From an optimization exercise on the open Yosys and OpenROAD flow, aimed at small area; shortcuts taken in it are not production practice.
At most, simulation tests tie the RTL to the original design; equivalence was not proved.
The clock port is modelled as an ideal driver; clocking choices that lean on that would not hold on a real chip.
Power figures rest on the tool's default switching activity, not on a simulated workload.

==> trial 65: inputs <==
==> flow/design.v <==
`timescale 1ns / 1ps
module FSM_Fan(
    input i_clk,
    input i_reset,
    input [3:0] i_button,
    output o_motor,
    output [3:0] o_light,
    output [3:0] o_FND_Digit,
    output [7:0] o_FND_Font
    );
    wire [3:0] w_event;
    genvar g;
    generate
        for (g = 0; g < 4; g = g + 1) begin : deb
            reg         r_state;
            reg  [19:0] r_cnt;
            wire        en = i_button[g] ^ r_state;
            wire [20:0] c;
            wire [19:0] sum = r_cnt ^ c[19:0];
            assign c[0] = en;
            assign c[20:1] = r_cnt & c[19:0];
            wire        full = r_cnt[6] & r_cnt[9] & r_cnt[14] & ~|r_cnt[19:16];
            wire        flip = en & full;
            assign w_event[g] = flip & r_state;
            always @(posedge i_clk or posedge i_reset) begin
                if (i_reset) begin
                    r_state <= 1'b0;
                    r_cnt   <= 20'h10000;
                end else begin
                    r_state <= r_state ^ flip;
                    r_cnt   <= (sum & ~(20'h04241 & {20{flip}})) | {3'd0, flip, 16'd0};
                end
            end
        end
    endgenerate
    reg [1:0] r_stage, r_next;
    wire [3:0] w_own = 4'b0001 << r_next;
    wire [3:0] w_cand = w_event & ~w_own;
    wire [1:0] w_sel = w_cand[0] ? 2'd0 : w_cand[1] ? 2'd1 : w_cand[2] ? 2'd2 : 2'd3;
    always @(posedge i_clk or posedge i_reset) begin
        if (i_reset) begin
            r_stage <= 2'd0;
            r_next  <= 2'd0;
        end else begin
            r_stage <= r_next;
            if (|w_cand) r_next <= w_sel;
        end
    end
    reg [6:0] r_p;
    reg [9:0] r_f;
    reg [1:0] r_pos;
    wire w_tick = (r_p == 7'd38);
    wire w_p49  = (r_p == 7'd68);
    wire [10:0] w_fc;
    wire [9:0]  w_fsum = r_f ^ w_fc[9:0];
    assign w_fc[0] = w_tick;
    assign w_fc[10:1] = r_f & w_fc[9:0];
    always @(posedge i_clk or posedge i_reset) begin
        if (i_reset) begin
            r_p   <= 7'd9;
            r_f   <= 10'd24;
            r_pos <= 2'd0;
        end else begin
            r_p <= {r_p[5:0], ~(r_p[6] ^ r_p[2]) ^ w_tick};
            r_f <= w_fsum | (10'd24 & {10{w_fc[10]}});
            if (w_p49 && r_f == 10'd524) r_pos <= r_pos + 2'd1;
        end
    end
    assign o_motor = (r_stage == 2'd1) ? (r_f < 10'd357) :
                     (r_stage == 2'd2) ? (r_f < 10'd690) :
                     (r_stage == 2'd3) ? ~&r_f : 1'b0;
    assign o_light = {1'b0, r_stage == 2'd3, r_stage[1], r_stage != 2'd0};
    assign o_FND_Digit = ~(4'b0001 << r_pos);
    reg [7:0] r_font;
    always @(*) begin
        case (r_pos == 2'd0 ? r_stage : 2'd0)
            2'd0: r_font = 8'hc0;
            2'd1: r_font = 8'hf9;
            2'd2: r_font = 8'ha4;
            default: r_font = 8'hb0;
        endcase
    end
    assign o_FND_Font = r_font;
endmodule
==> flow/flow/run.sh <==
#!/bin/bash
# The standard layout (standard.sh), with changes made through ORFS's own
# variables and hooks: the port buffers are sky130_fd_sc_hd__buf_1; clock
# tree synthesis inserts no dummy loads and builds the tree from clkbuf_4;
# after it, post_cts.tcl upsizes to clkbuf_8 the clock buffers whose
# estimated clock-pin slew is over LEAF_SLEW_PS.
set -euo pipefail
export BUFFER_PORTS_ARGS="-buffer_cell sky130_fd_sc_hd__buf_1"
export CTS_ARGS="-sink_clustering_enable -repair_clock_nets -dont_use_dummy_load -buf_list sky130_fd_sc_hd__clkbuf_4"
export POST_CTS_TCL="$(pwd)/flow/post_cts.tcl"
export LEAF_SLEW_PS=78
bash standard.sh > standard.log 2>&1
==> flow/flow/post_cts.tcl <==
# Upsize clock leaf buffers whose estimated clock-pin slew is high, then
# legalize the placement again.
estimate_parasitics -placement
set big [get_lib_cells sky130_fd_sc_hd__clkbuf_8]
foreach net [get_nets clknet_*] {
  set worst 0
  foreach pin [get_pins -of_objects $net -filter "direction == input"] {
    foreach edge {rise fall} {
      foreach a {min max} {
        set s [sta::time_ui_sta [get_property $pin slew_${a}_$edge]]
        set worst [expr {max($worst, $s * 1e12)}]
      }
    }
  }
  set drv [get_cells -of_objects [get_pins -of_objects $net -filter "direction == output"]]
  if {$worst > $::env(LEAF_SLEW_PS)} {
    puts "upsizing [get_full_name $drv] (estimated slew [format %.1f $worst] ps)"
    replace_cell $drv $big
  }
}
detailed_placement
check_placement -verbose
==> flow/standard.sh <==
#!/bin/bash
# synth_recipe.tcl (not shown) runs the flow's synth.tcl, then flattens the netlist and writes it again
# the make line also repeats each setting of config.mk as NAME=value (left out here)
make -C /OpenROAD-flow-scripts/flow DESIGN_CONFIG=/design/flow/config.mk WORK_HOME=/design/flow/orfs CLKGATE_MAP_FILE= SYNTH_SCRIPT=/design/flow/synth_recipe.tcl "${@:-finish}"
==> flow/config.mk <==
export PLATFORM = sky130hd
export DESIGN_NAME = FSM_Fan
export DESIGN_NICKNAME = FSM_Fan
export VERILOG_FILES = /design/flow/design.v
export SDC_FILE = /design/flow/constraint.sdc
export NUM_CORES = 4
export LEC_CHECK = 0
export CAP_MARGIN = 0
export CORE_MARGIN = 2
export CORE_UTILIZATION = 80
export SLEW_MARGIN = 0
==> flow/constraint.sdc <==
create_clock -name core_clock -period 10.0 [get_ports {i_clk}]
set_input_delay 2.0000 -clock core_clock [delete_from_list [all_inputs] [get_ports {i_clk}]]
set_output_delay 2.0000 -clock core_clock [all_outputs]
set_load 0.01 [all_outputs]
==> inputs of build 12, as changes to trial 65 <==
--- a/flow/design.v
+++ b/flow/design.v
@@ -21,3 +21,3 @@
             assign c[20:1] = r_cnt & c[19:0];
-            wire        full = r_cnt[6] & r_cnt[9] & r_cnt[14] & ~|r_cnt[19:16];
+            wire        full = &(r_cnt | ~20'hF4240);
             wire        flip = en & full;
@@ -27,6 +27,6 @@
                     r_state <= 1'b0;
-                    r_cnt   <= 20'h10000;
+                    r_cnt   <= 20'd0;
                 end else begin
                     r_state <= r_state ^ flip;
-                    r_cnt   <= (sum & ~(20'h04241 & {20{flip}})) | {3'd0, flip, 16'd0};
+                    r_cnt   <= sum & ~(20'hF4241 & {20{flip}});
                 end
@@ -51,22 +51,17 @@
     reg [1:0] r_pos;
-    wire w_tick = (r_p == 7'd38);
-    wire w_p49  = (r_p == 7'd68);
-    wire [10:0] w_fc;
-    wire [9:0]  w_fsum = r_f ^ w_fc[9:0];
-    assign w_fc[0] = w_tick;
-    assign w_fc[10:1] = r_f & w_fc[9:0];
+    wire w_tick = (r_p == 7'd99);
     always @(posedge i_clk or posedge i_reset) begin
         if (i_reset) begin
-            r_p   <= 7'd9;
-            r_f   <= 10'd24;
+            r_p   <= 7'd50;
+            r_f   <= 10'd0;
             r_pos <= 2'd0;
         end else begin
-            r_p <= {r_p[5:0], ~(r_p[6] ^ r_p[2]) ^ w_tick};
-            r_f <= w_fsum | (10'd24 & {10{w_fc[10]}});
-            if (w_p49 && r_f == 10'd524) r_pos <= r_pos + 2'd1;
+            r_p <= w_tick ? 7'd0 : r_p + 7'd1;
+            if (w_tick) r_f <= (r_f == 10'd999) ? 10'd0 : r_f + 10'd1;
+            if (r_p == 7'd49 && r_f == 10'd500) r_pos <= r_pos + 2'd1;
         end
     end
-    assign o_motor = (r_stage == 2'd1) ? (r_f < 10'd357) :
-                     (r_stage == 2'd2) ? (r_f < 10'd690) :
-                     (r_stage == 2'd3) ? ~&r_f : 1'b0;
+    assign o_motor = (r_stage == 2'd1) ? (r_f < 10'd333) :
+                     (r_stage == 2'd2) ? (r_f < 10'd666) :
+                     (r_stage == 2'd3) ? (r_f < 10'd999) : 1'b0;
     assign o_light = {1'b0, r_stage == 2'd3, r_stage[1], r_stage != 2'd0};
==> flow/run.sh (new file) <==
#!/bin/bash
# synth_recipe.tcl (not shown) runs the flow's synth.tcl, then flattens the netlist and writes it again
# the make line also repeats each setting of config.mk as NAME=value (left out here)
make -C /OpenROAD-flow-scripts/flow DESIGN_CONFIG=/design/flow/config.mk WORK_HOME=/design/flow/orfs CLKGATE_MAP_FILE= SYNTH_SCRIPT=/design/flow/synth_recipe.tcl finish
- CAP_MARGIN: 0 -> 20
- CORE_UTILIZATION: 80 -> 40
- SLEW_MARGIN: 0 -> 20
removed: flow/flow/run.sh
removed: flow/flow/post_cts.tcl
removed: flow/standard.sh
==> impl_results.md <==
* # clk buffers at 12
* Via Count at 2,707
* Multi-input gates at 238
* DP Area at 5170 um2
* Met3 WL at 229 um
* Fill count at 1,103
* Clock latency (worst-skew pair) at 0.34 ns
* Status: finished clean
* FF+latch area at 2680 um2
* GRT Resource Usage Total at 0.117
the above is filed under build 12

==> impl_results.md <==
* Clock latency (worst-skew pair) at 0.35 ns
* Largest net degree at the start of global routing at 82
* Met3 WL at 230 um
* FF+latch area at 2690 um2
* Multi-input gates at 186
* Fill count at 255
* GRT Resource Usage Total at 0.248
* # clk buffers at 9
* Final Hold Fails at 0
* Status: finished clean
* Via Count at 2,392
* DP Area at 4660 um2
the above is filed under trial 65

The RTL of build 12 was laid out without a check of its function.

* * *

==> inputs of 08-15 <==
RTL: the design.v shown in full above, as it stands there.
==> flow/config.mk <==
export PLATFORM = sky130hd
export DESIGN_NAME = FSM_Fan
export DESIGN_NICKNAME = FSM_Fan
export VERILOG_FILES = /design/flow/design.v
export SDC_FILE = /design/flow/constraint.sdc
export NUM_CORES = 4
export LEC_CHECK = 0
export CAP_MARGIN = 0
export CORE_MARGIN = 2
export CORE_UTILIZATION = 80
export SLEW_MARGIN = 0
==> flow/constraint.sdc <==
create_clock -name core_clock -period 10.0 [get_ports {i_clk}]
set_input_delay 2.0000 -clock core_clock [delete_from_list [all_inputs] [get_ports {i_clk}]]
set_output_delay 2.0000 -clock core_clock [all_outputs]
set_load 0.01 [all_outputs]
standard.sh (not shown) runs the stock make flow with config.mk's settings and CLKGATE_MAP_FILE= SYNTH_SCRIPT=/design/flow/synth_recipe.tcl, a recipe that flattens the netlist after the stock synthesis.
==> flow/flow/run.sh <==
#!/bin/bash
# The standard layout (standard.sh), with changes made through ORFS's own
# variables and hooks: the port buffers are sky130_fd_sc_hd__buf_1; clock
# tree synthesis inserts no dummy loads and builds the tree from clkbuf_4;
# after it, post_cts.tcl upsizes to clkbuf_8 the clock buffers whose
# estimated clock-pin slew is over LEAF_SLEW_PS, and swaps lightly loaded
# logic cells to their drive-strength-1 variants when those are smaller.
set -euo pipefail
export BUFFER_PORTS_ARGS="-buffer_cell sky130_fd_sc_hd__buf_1"
export CTS_ARGS="-sink_clustering_enable -repair_clock_nets -dont_use_dummy_load -buf_list sky130_fd_sc_hd__clkbuf_4 -sink_clustering_size 10 -sink_clustering_max_diameter 30"
export POST_CTS_TCL="$(pwd)/flow/post_cts.tcl"
export LEAF_SLEW_PS=115
bash standard.sh > standard.log 2>&1
Other scripts of this flow, unchanged in this note and not shown: flow/flow/post_cts.tcl
==> inputs of 12-14, as changes to 08-15 <==
--- a/flow/flow/run.sh
+++ b/flow/flow/run.sh
@@ -7,7 +7,7 @@
 # logic cells to their drive-strength-1 variants when those are smaller.
 set -euo pipefail
 export BUFFER_PORTS_ARGS="-buffer_cell sky130_fd_sc_hd__buf_1"
-export CTS_ARGS="-sink_clustering_enable -repair_clock_nets -dont_use_dummy_load -buf_list sky130_fd_sc_hd__clkbuf_4 -sink_clustering_size 10 -sink_clustering_max_diameter 30"
+export CTS_ARGS="-sink_clustering_enable -repair_clock_nets -dont_use_dummy_load -buf_list sky130_fd_sc_hd__clkbuf_4"
 export POST_CTS_TCL="$(pwd)/flow/post_cts.tcl"
 export LEAF_SLEW_PS=115
 bash standard.sh > standard.log 2>&1
CORE_UTILIZATION = 60   (was 80)
==> comparison table <==
metric                                                              12-14           08-15
Result of the run                                          finished clean  finished clean
Metal1 wirelength                                                 2660 µm         2740 µm
Placement Setup Slack                                             3.97 ns         3.87 ns
Multi-input gate share of total cell area                           36.8%           37.1%
Time the final worst path needs with I/O delays and setup         5.54 ns         5.71 ns
Area added between synthesis and finish                             6.08%           5.06%
Std-Cell Rows                                                          31              27
Static leakage power                                              2.77 nW         2.77 nW
Met2 wire length                                                  2520 µm         3450 µm
Iter 0 DRT Violations                                                  59              92
Final core occ                                                      65.8%           86.9%
Final cell area excluding filler cells                           4800 µm²        4750 µm²
Clock network fraction of design power                              25.4%           23.7%

* * *

==> 10-20 <==
RTL: the design.v shown in full above, as it stands there.
Settings: LEC_CHECK=0, CAP_MARGIN=20, CORE_MARGIN=2, CORE_UTILIZATION=80, SLEW_MARGIN=20; clock period 10.0 ns.
==> flow/flow/run.sh <==
#!/bin/bash
# The standard layout (standard.sh), with two changes made through ORFS's own
# variables: the port buffers are sky130_fd_sc_hd__buf_1, and clock tree
# synthesis inserts no dummy loads and builds the tree from clkbuf_8.
set -euo pipefail
export BUFFER_PORTS_ARGS="-buffer_cell sky130_fd_sc_hd__buf_1"
export CTS_ARGS="-sink_clustering_enable -repair_clock_nets -dont_use_dummy_load -buf_list sky130_fd_sc_hd__clkbuf_8"
bash standard.sh > standard.log 2>&1
==> 12-28: changes against 10-20 <==
==> flow/flow/run.sh (replaced) <==
#!/bin/bash
# The standard layout (standard.sh), with changes made through ORFS's own
# variables and hooks: the port buffers are sky130_fd_sc_hd__buf_1; clock
# tree synthesis inserts no dummy loads and builds the tree from clkbuf_4;
# after it, post_cts.tcl upsizes to clkbuf_8 the clock buffers whose
# estimated clock-pin slew is over LEAF_SLEW_PS.
set -euo pipefail
export BUFFER_PORTS_ARGS="-buffer_cell sky130_fd_sc_hd__buf_1"
export CTS_ARGS="-sink_clustering_enable -repair_clock_nets -dont_use_dummy_load -buf_list sky130_fd_sc_hd__clkbuf_4"
export POST_CTS_TCL="$(pwd)/flow/post_cts.tcl"
export LEAF_SLEW_PS=115
bash standard.sh > standard.log 2>&1
==> flow/flow/post_cts.tcl (new file) <==
# Upsize to clkbuf_8 each clock buffer that drives flip-flops and whose
# estimated clock-pin slew is over LEAF_SLEW_PS, repeating until none is, then
# legalize the placement again.
set big [get_lib_cells sky130_fd_sc_hd__clkbuf_8]
set changed 1
while {$changed} {
  set changed 0
  estimate_parasitics -placement
  foreach net [get_nets clknet_*] {
    set worst 0
    set flops 0
    foreach pin [get_pins -of_objects $net -filter "direction == input"] {
      if {[get_property $pin name] eq "CLK"} { incr flops }
      foreach edge {rise fall} {
        foreach a {min max} {
          set s [sta::time_ui_sta [get_property $pin slew_${a}_$edge]]
          set worst [expr {max($worst, $s * 1e12)}]
        }
      }
    }
    set drv [get_cells -of_objects [get_pins -of_objects $net -filter "direction == output"]]
    puts "clock net [get_full_name $net]: [get_property $drv ref_name], $flops flip-flops, estimated slew [format %.1f $worst] ps"
    if {$flops > 0 && $worst > $::env(LEAF_SLEW_PS) && [get_property $drv ref_name] ne "sky130_fd_sc_hd__clkbuf_8"} {
      puts "upsizing [get_full_name $drv]"
      replace_cell $drv $big
      set changed 1
    }
  }
}
detailed_placement
check_placement -verbose
- CAP_MARGIN: 20 -> 0
- SLEW_MARGIN: 20 -> 0
==> 10-12: changes against 10-20 <==
==> flow/flow/run.sh (replaced) <==
#!/bin/bash
# The standard layout (standard.sh), with changes made through ORFS's own
# variables and hooks: the port buffers are sky130_fd_sc_hd__buf_1; clock
# tree synthesis inserts no dummy loads and builds the tree from clkbuf_4;
# after it, post_cts.tcl upsizes to clkbuf_8 the clock buffers whose
# estimated clock-pin slew is over LEAF_SLEW_PS, and swaps lightly loaded
# logic cells to their drive-strength-1 variants when those are smaller.
set -euo pipefail
export BUFFER_PORTS_ARGS="-buffer_cell sky130_fd_sc_hd__buf_1"
export CTS_ARGS="-sink_clustering_enable -repair_clock_nets -dont_use_dummy_load -buf_list sky130_fd_sc_hd__clkbuf_4"
export POST_CTS_TCL="$(pwd)/flow/post_cts.tcl"
export LEAF_SLEW_PS=115
bash standard.sh > standard.log 2>&1
==> flow/flow/post_cts.tcl (new file) <==
# Upsize to clkbuf_8 each clock buffer that drives flip-flops and whose
# estimated clock-pin slew is over LEAF_SLEW_PS, repeating until none is, then
# legalize the placement again. Before that, downsize lightly loaded logic.
set big [get_lib_cells sky130_fd_sc_hd__clkbuf_8]
set changed 1
while {$changed} {
  set changed 0
  estimate_parasitics -placement
  foreach net [get_nets clknet_*] {
    set worst 0
    set flops 0
    foreach pin [get_pins -of_objects $net -filter "direction == input"] {
      if {[get_property $pin name] eq "CLK"} { incr flops }
      foreach edge {rise fall} {
        foreach a {min max} {
          set s [sta::time_ui_sta [get_property $pin slew_${a}_$edge]]
          set worst [expr {max($worst, $s * 1e12)}]
        }
      }
    }
    set drv [get_cells -of_objects [get_pins -of_objects $net -filter "direction == output"]]
    puts "clock net [get_full_name $net]: [get_property $drv ref_name], $flops flip-flops, estimated slew [format %.1f $worst] ps"
    if {$flops > 0 && $worst > $::env(LEAF_SLEW_PS) && [get_property $drv ref_name] ne "sky130_fd_sc_hd__clkbuf_8"} {
      puts "upsizing [get_full_name $drv]"
      replace_cell $drv $big
      set changed 1
    }
  }
}
# Swap each logic cell that has a smaller variant of the same function
# (drive strength 1) and drives fewer than 8 pins to that variant.
foreach inst [get_cells *] {
  set ref [get_property $inst ref_name]
  if {![regexp {^(sky130_fd_sc_hd__[a-z0-9]+)_([0-9]+)$} $ref -> base drive]} { continue }
  if {$drive == 1 || [string match *clkbuf* $base] || [string match *df* $base]} { continue }
  set small [get_lib_cells -quiet ${base}_1]
  if {$small eq ""} { continue }
  if {[get_property $small area] >= [get_property [get_lib_cells $ref] area]} { continue }
  set loads 0
  foreach pin [get_pins -of_objects $inst -filter "direction == output"] {
    set net [get_nets -of_objects $pin]
    if {$net ne ""} { incr loads [llength [get_pins -of_objects $net -filter "direction == input"]] }
  }
  if {$loads >= 8} { continue }
  puts "downsizing [get_full_name $inst] from $ref to ${base}_1"
  replace_cell $inst $small
}

detailed_placement
check_placement -verbose
- CAP_MARGIN: 20 -> 0
- CORE_UTILIZATION: 80 -> 90
- PLACE_DENSITY: unset -> 0.9
- SLEW_MARGIN: 20 -> 0
==> 02-03: changes against 10-20 <==
- CAP_MARGIN: 20 -> 0
- SLEW_MARGIN: 20 -> 0
==> comparison table <==
Fraction of power consumed by the clock network: 10-20 25.7%; 10-12 -; 12-28 23.7%; 02-03 25.6%
Peak ir drop on the vdd network: 10-20 155.6 uV; 10-12 -; 12-28 175.8 uV; 02-03 155.2 uV
Overall Power: 10-20 0.7796 mW; 10-12 -; 12-28 0.7565 mW; 02-03 0.7761 mW
Violation count after the first detailed-route iteration: 10-20 90; 10-12 -; 12-28 102; 02-03 115
Proportion of power drawn by combinational gates: 10-20 9.3%; 10-12 -; 12-28 9.3%; 02-03 9.1%
Met2 wire length: 10-20 3633 um; 10-12 -; 12-28 3444 um; 02-03 3479 um
Most common cell after layout, fill and taps aside: 10-20 dfrtp_1; 10-12 -; 12-28 dfrtp_1; 02-03 dfrtp_1
Kind of end point of the critical path: 10-20 register; 10-12 -; 12-28 register; 02-03 register
Number of iterations in the first detailed-routing pass: 10-20 4; 10-12 -; 12-28 4; 02-03 4
Fillers: 10-20 246; 10-12 -; 12-28 261; 02-03 253
Standby leakage power: 10-20 2.788 nW; 10-12 -; 12-28 2.768 nW; 02-03 2.778 nW
Layout overhead on the synthesized area: 10-20 6.222%; 10-12 -; 12-28 5.227%; 02-03 5.780%
Reg2Reg Capture Point: 10-20 deb[2].r_cnt[19]$_DFF_PP0_; 10-12 -; 12-28 deb[2].r_cnt[19]$_DFF_PP0_; 02-03 deb[3].r_cnt[19]$_DFF_PP0_
Number of non-clock inverters: 10-20 8; 10-12 -; 12-28 8; 02-03 8
Outcome: 10-20 complete, no violations; 10-12 did not finish; 12-28 complete, no violations; 02-03 complete, no violations
Last stage reached: 10-20 -; 10-12 3_1_place_gp_skip_io; 12-28 -; 02-03 -
Final std cell area, no fill: 10-20 4806 sq um; 10-12 -; 12-28 4761 sq um; 02-03 4786 sq um
Crit path arrival time: 10-20 6060 ps; 10-12 -; 12-28 6010 ps; 02-03 6030 ps
Setup slack of the worst register-to-register path: 10-20 5560 ps; 10-12 -; 12-28 5610 ps; 02-03 5580 ps
Wire length of the first global-routing pass: 10-20 11570 um; 10-12 -; 12-28 11360 um; 02-03 11570 um
Instance count on the critical path: 10-20 22; 10-12 -; 12-28 22; 02-03 22
# port buffers: 10-20 19; 10-12 -; 12-28 19; 02-03 19
Number of clock buffer instances in the layout: 10-20 9; 10-12 -; 12-28 9; 02-03 9
Post-route clock skew: 10-20 30.42 ps; 10-12 -; 12-28 29.44 ps; 02-03 30.16 ps
Type of origin of the critical path: 10-20 input port; 10-12 -; 12-28 input port; 02-03 input port
Power drawn by the sequential cells: 10-20 0.507 mW; 10-12 -; 12-28 0.507 mW; 02-03 0.507 mW
Terminating pin of the worst hold path: 10-20 r_p[1]$_DFF_PP0_; 10-12 -; 12-28 r_p[1]$_DFF_PP0_; 02-03 r_p[3]$_DFF_PP1_

-- what the ideal ports hide --
Ports are ideal in the flow. The routed layouts listed here were re-timed in OpenROAD.
Step 1: set_driving_cell puts a clkbuf_16 on i_clk and a buf_2 on each other input, an assumption about the parent block.
Step 2 also shifts input and output timing later by t, the mid clock arrival at the registers, as if the neighbouring blocks saw the same clock.
Three values: ideal, step 1, step 2; two values: the first two.
| run | shift t [ns] | setup slack, ns | worst setup path at the end | clock arrival spread, ns |
|---|---|---|---|---|
| trial 65 | 0.367 | 4.196 / 4.202 / 3.834 | input to register | 0.033 / 0.033 |
| build 12 | 0.370 | 3.912 / 3.923 / 3.553 | input to register | 0.008 / 0.007 |
| 08-15 | 0.447 | 4.285 / 4.291 / 3.844 | input to register | 0.029 / 0.030 |
| 12-14 | 0.453 | 4.465 / 4.460 / 4.007 | input to register | 0.025 / 0.026 |
| 10-20 | 0.378 | 4.185 / 4.190 / 3.812 | input to register | 0.032 / 0.033 |
| 12-28 | 0.447 | 4.291 / 4.296 / 3.850 | input to register | 0.029 / 0.029 |
| 02-03 | 0.376 | 4.208 / 4.213 / 3.837 | input to register | 0.033 / 0.032 |
After both steps setup and hold are still met in every run listed. The setup slack of 12-14, which loses most, moves by -0.005 ns with the drivers and by -0.458 ns with both steps.
